This design comes from an exercise in tuning for small area and a short achievable clock period on the open sky130 flow, not from production work.
In this exercise RTL edits were held to simulation tests only and were not proved equivalent to the original.

==> flow/design.v <==
module PPU (
    input clk,
    input rst,
    input i_en,
    input [31:0] data_in,
    input [11:0] scaling_factor,
    output logic [6:0] data_out,
    output logic valid,
    output logic [31:0] data_in_out
);
wire [11:0] s  = scaling_factor;
wire [11:0] sn = ~scaling_factor;
genvar i, k;
wire [12:0] oc;
assign oc[0] = 1'b1;
generate
    for (i = 0; i < 12; i = i + 1) begin : g_ov
        assign oc[i+1] = (data_in[6+i] & sn[i]) | ((data_in[6+i] | sn[i]) & oc[i]);
    end
endgenerate
wire ovf = (|data_in[30:18]) | oc[12];
wire [11:0] rem [0:6];
wire [5:0]  qq;
assign rem[6] = data_in[17:6];
generate
    for (k = 5; k >= 0; k = k - 1) begin : g_st
        wire [12:0] a = {rem[k+1], data_in[k]};
        wire [12:0] c;
        assign c[0] = 1'b1;
        for (i = 0; i < 12; i = i + 1) begin : g_b
            assign c[i+1] = (a[i] & sn[i]) | ((a[i] | sn[i]) & c[i]);
        end
        assign qq[k] = a[12] | c[12];
        assign rem[k] = a[11:0] ^ ({12{qq[k]}} & ~(s ^ c[11:0]));
    end
endgenerate
wire [12:0] rc;
wire [12:0] a2 = {rem[0], 1'b0};
assign rc[0] = 1'b1;
generate
    for (i = 0; i < 12; i = i + 1) begin : g_rn
        assign rc[i+1] = (a2[i] & sn[i]) | ((a2[i] | sn[i]) & rc[i]);
    end
endgenerate
wire rnd = a2[12] | rc[12];
wire [6:0] fval = ovf ? 7'd127 : ({1'b0, qq} + {6'd0, rnd});
always @(posedge clk) begin
    if (rst) begin
        valid <= 1'b0;
        data_out <= 7'd0;
        data_in_out <= 32'd0;
    end else begin
        valid <= i_en;
        data_out <= (i_en & ~data_in[31]) ? fval : 7'd0;
        data_in_out <= data_in;
    end
end
endmodule
export LEC_CHECK = 0
export ABC_AREA = 1
export CAP_MARGIN = 20
export CORE_MARGIN = 2
export CORE_UTILIZATION = 40
export CTS_BUF_LIST = sky130_fd_sc_hd__clkbuf_8
export SLEW_MARGIN = 20
create_clock -name core_clock -period 120.0 [get_ports {clk}]
standard.sh (not shown) runs the stock make flow with config.mk's settings and CLKGATE_MAP_FILE= SYNTH_SCRIPT=/design/flow/synth_recipe.tcl, a recipe that flattens the netlist after the stock synthesis.
==> flow/flow/run.sh <==
#!/bin/bash
# ORFS layout with two changes: synthesis maps the logic with our own ABC script
# (flow/abc_area.script, no gate sizing or buffering inside ABC), and the port buffers are
# made from the smallest buffer cell. Each step's full output goes to its own log file here.
set -o pipefail
mkdir -p synth_scripts
cp -r "$FLOW_HOME/scripts/." synth_scripts/
cp flow/abc_area.script synth_scripts/abc_area.script
bash standard.sh SCRIPTS_DIR="$PWD/synth_scripts" synth > synth_flow.log 2>&1 || exit 1
bash standard.sh BUFFER_PORTS_ARGS="-buffer_cell sky130_fd_sc_hd__buf_1" finish > layout_flow.log 2>&1
==> flow/flow/abc_area.script <==
strash
dch
map -B 0.3
Change:
==> flow/flow/abc_area.script (replaced) <==
strash
dc2
dch
map -B 0.9
topo
upsize -c
dnsize -c
After rerunning:
- The changed run ran to the end with no violations
- setup slack loses 2.1 ns
- cell area fell by 8.2%
- count of clock-buffer cells in the layout fell by 1
- routed wire length fell by 16%
- critical path depth rose by 66
- global-route usage fell by 0.93 points

---

== job 9625 ==
// PPU: RTL as listed in full above, without the edits since
clock: 120.0 ns
lec_check: 0
abc_area: 1
cap_margin: 20
core_margin: 2
core_utilization: 40
cts_buf_list: sky130_fd_sc_hd__clkbuf_8
slew_margin: 20
==> flow/flow/abc_area.script <==
strash
dch
map -B 0.5
topo
stime -c
buffer -c
upsize -c
dnsize -c
Scripts as last shown in full above: flow/flow/run.sh
Job 9625 has completed all stages; timing, DRC and antenna checks passed.
The following lists how job 2424 was set up differently from job 9625:
==> flow/flow/abc_area.script <==
strash
dc2
dch
map -B 0.9
## What came out
The run showing the greater total global routing track utilization is job 2424.
Cmp job 2424 vs job 9625: number of core rows lower in job 2424
Synthesis-to-layout area growth in job 2424 vs job 9625: up 6.7 points
The inputs of job 2194 differ from those of job 2424 as listed below.
==> flow/flow/abc_area.script <==
strash
dc2
dch
map -B 0.9
topo
stime -c
buffer -c
upsize -c
dnsize -c
### Flow results
The all-layer global routing usage reported for job 2194 is smaller than that of job 2424 by 1.2 points. Across both runs, final clock period utilization by the worst path was lower for job 2194 than for job 2424. Summary of the comparison: sequential share of layout area is lower in job 2194, relative to job 2424. In the metrics for job 2424 and job 2194, the one carrying the lower synthesized area is job 2424. Die width (job 2194 vs. job 2424) increases by a few percent. Hold slack | job 2194 above job 2424. The average cell area after synthesis of job 2194 is higher than that of job 2424.
> inputs changed (job 2194 -> job 3527)
==> flow/flow/abc_area.script <==
strash
dc2
dch
map -B 0.9
topo
buffer -c
Hold slack deteriorates in job 3527 relative to job 2194. Re routed length on met3: job 3527 is 110 microns down on job 2194. Summary of job 3527 over job 2194: non-clock buffer count held; overall die width went up 0.63 microns; post-route cell area went down 110 sq um; routed metal-1 wire length went down about 0.9%.

---

v6:
Starts from the design.v that is shown in full above.
==> flow/config.mk <==
export PLATFORM = sky130hd
export DESIGN_NAME = PPU
export DESIGN_NICKNAME = PPU
export VERILOG_FILES = /design/flow/design.v
export SDC_FILE = /design/flow/constraint.sdc
export NUM_CORES = 4
export LEC_CHECK = 0
export ABC_AREA = 1
export CAP_MARGIN = 20
export CORE_MARGIN = 2
export CORE_UTILIZATION = 40
export CTS_BUF_LIST = sky130_fd_sc_hd__clkbuf_8
export SLEW_MARGIN = 20
==> flow/constraint.sdc <==
create_clock -name core_clock -period 120.0 [get_ports {clk}]
set_input_delay 24.0000 -clock core_clock [delete_from_list [all_inputs] [get_ports {clk}]]
set_output_delay 24.0000 -clock core_clock [all_outputs]
set_load 0.01 [all_outputs]
==> flow/flow/abc_area.script <==
strash
dc2
dch
map -B 0.3
Scripts as last shown in full above: flow/flow/run.sh
v6 closes out successfully: all stages finished, all timing, DRC and antenna checks passed.
Inputs modified between v6 and v7:
-- flow/flow/run.sh --
<<< v6, line 9
bash standard.sh SCRIPTS_DIR="$PWD/synth_scripts" synth > synth_flow.log 2>&1 || exit 1
bash standard.sh BUFFER_PORTS_ARGS="-buffer_cell sky130_fd_sc_hd__buf_1" finish > layout_flow.log 2>&1
>>> v7, line 9
bash standard.sh SCRIPTS_DIR="$PWD/synth_scripts" synth > synth_flow.log 2>&1 || exit 1
bash standard.sh BUFFER_PORTS_ARGS="-buffer_cell sky130_fd_sc_hd__buf_1" SETUP_SLACK_MARGIN=79 finish > layout_flow.log 2>&1
==> flow/flow/abc_area.script <==
strash
dc2
dch
map -B 0.9
[summary]
No stage failed in v7, and the final checks on the layout all came back clean.
Between v7 and v6, via count is higher for v7, v6 comes in under that.
Going from v6 to v7, the arrival time reported for the critical path endpoint was found to have gone down by 4400 ps.
The run showing the greater number of core rows is v6.
Relative to v6, area added between synthesis and finish has increased by 23 points in v7.

## re-timing with driven ports
The results above use ideal ports. As a check the final layouts listed here were re-extracted and re-timed, cells and wires unchanged.
Step 1 assumes that a clkbuf_16 drives the clock port and a buf_2 every other input.
Step 2 times the ports against the registers' clock, not the clock port: input delays grow and output delays shrink by t, the midpoint of the rising clock arrivals with the driver on.
a / b / c = no drivers / after step 1 / after step 2; a / b = the first two.
| run | t (ns) | setup slack, ns | worst hold slack (ns) | worst setup path at the end | worst slew at a driven data input, ns |
|---|---|---|---|---|---|
| the first run of note 1 | 0.331 | 81.817 / 81.824 / 81.493 | 23.886 / 23.875 / 24.205 | input to register | 0.04 |
| the second run of note 1 | 0.312 | 79.679 / 79.681 / 79.369 | 23.897 / 23.886 / 24.198 | input to register | 0.06 |
| job 9625 | 0.319 | 85.563 / 85.562 / 85.243 | 23.902 / 23.895 / 24.214 | input to register | 0.04 |
| job 2424 | 0.312 | 77.581 / 77.580 / 77.268 | 23.894 / 23.886 / 24.198 | input to register | 0.04 |
| job 2194 | 0.324 | 79.477 / 79.478 / 79.154 | 23.908 / 23.898 / 24.222 | input to register | 0.05 |
| job 3527 | 0.318 | 77.776 / 77.776 / 77.458 | 23.897 / 23.890 / 24.208 | input to register | 0.04 |
| v6 | 0.311 | 76.163 / 76.162 / 75.851 | 23.902 / 23.895 / 24.206 | input to register | 0.04 |
| v7 | 0.312 | 80.554 / 80.558 / 80.246 | 23.894 / 23.885 / 24.197 | input to register | 0.05 |
After both steps setup and hold are still met in every run listed. For the first run of note 1, which loses most, drivers alone change the setup slack by +0.007 ns; drivers and shift together by -0.324 ns.
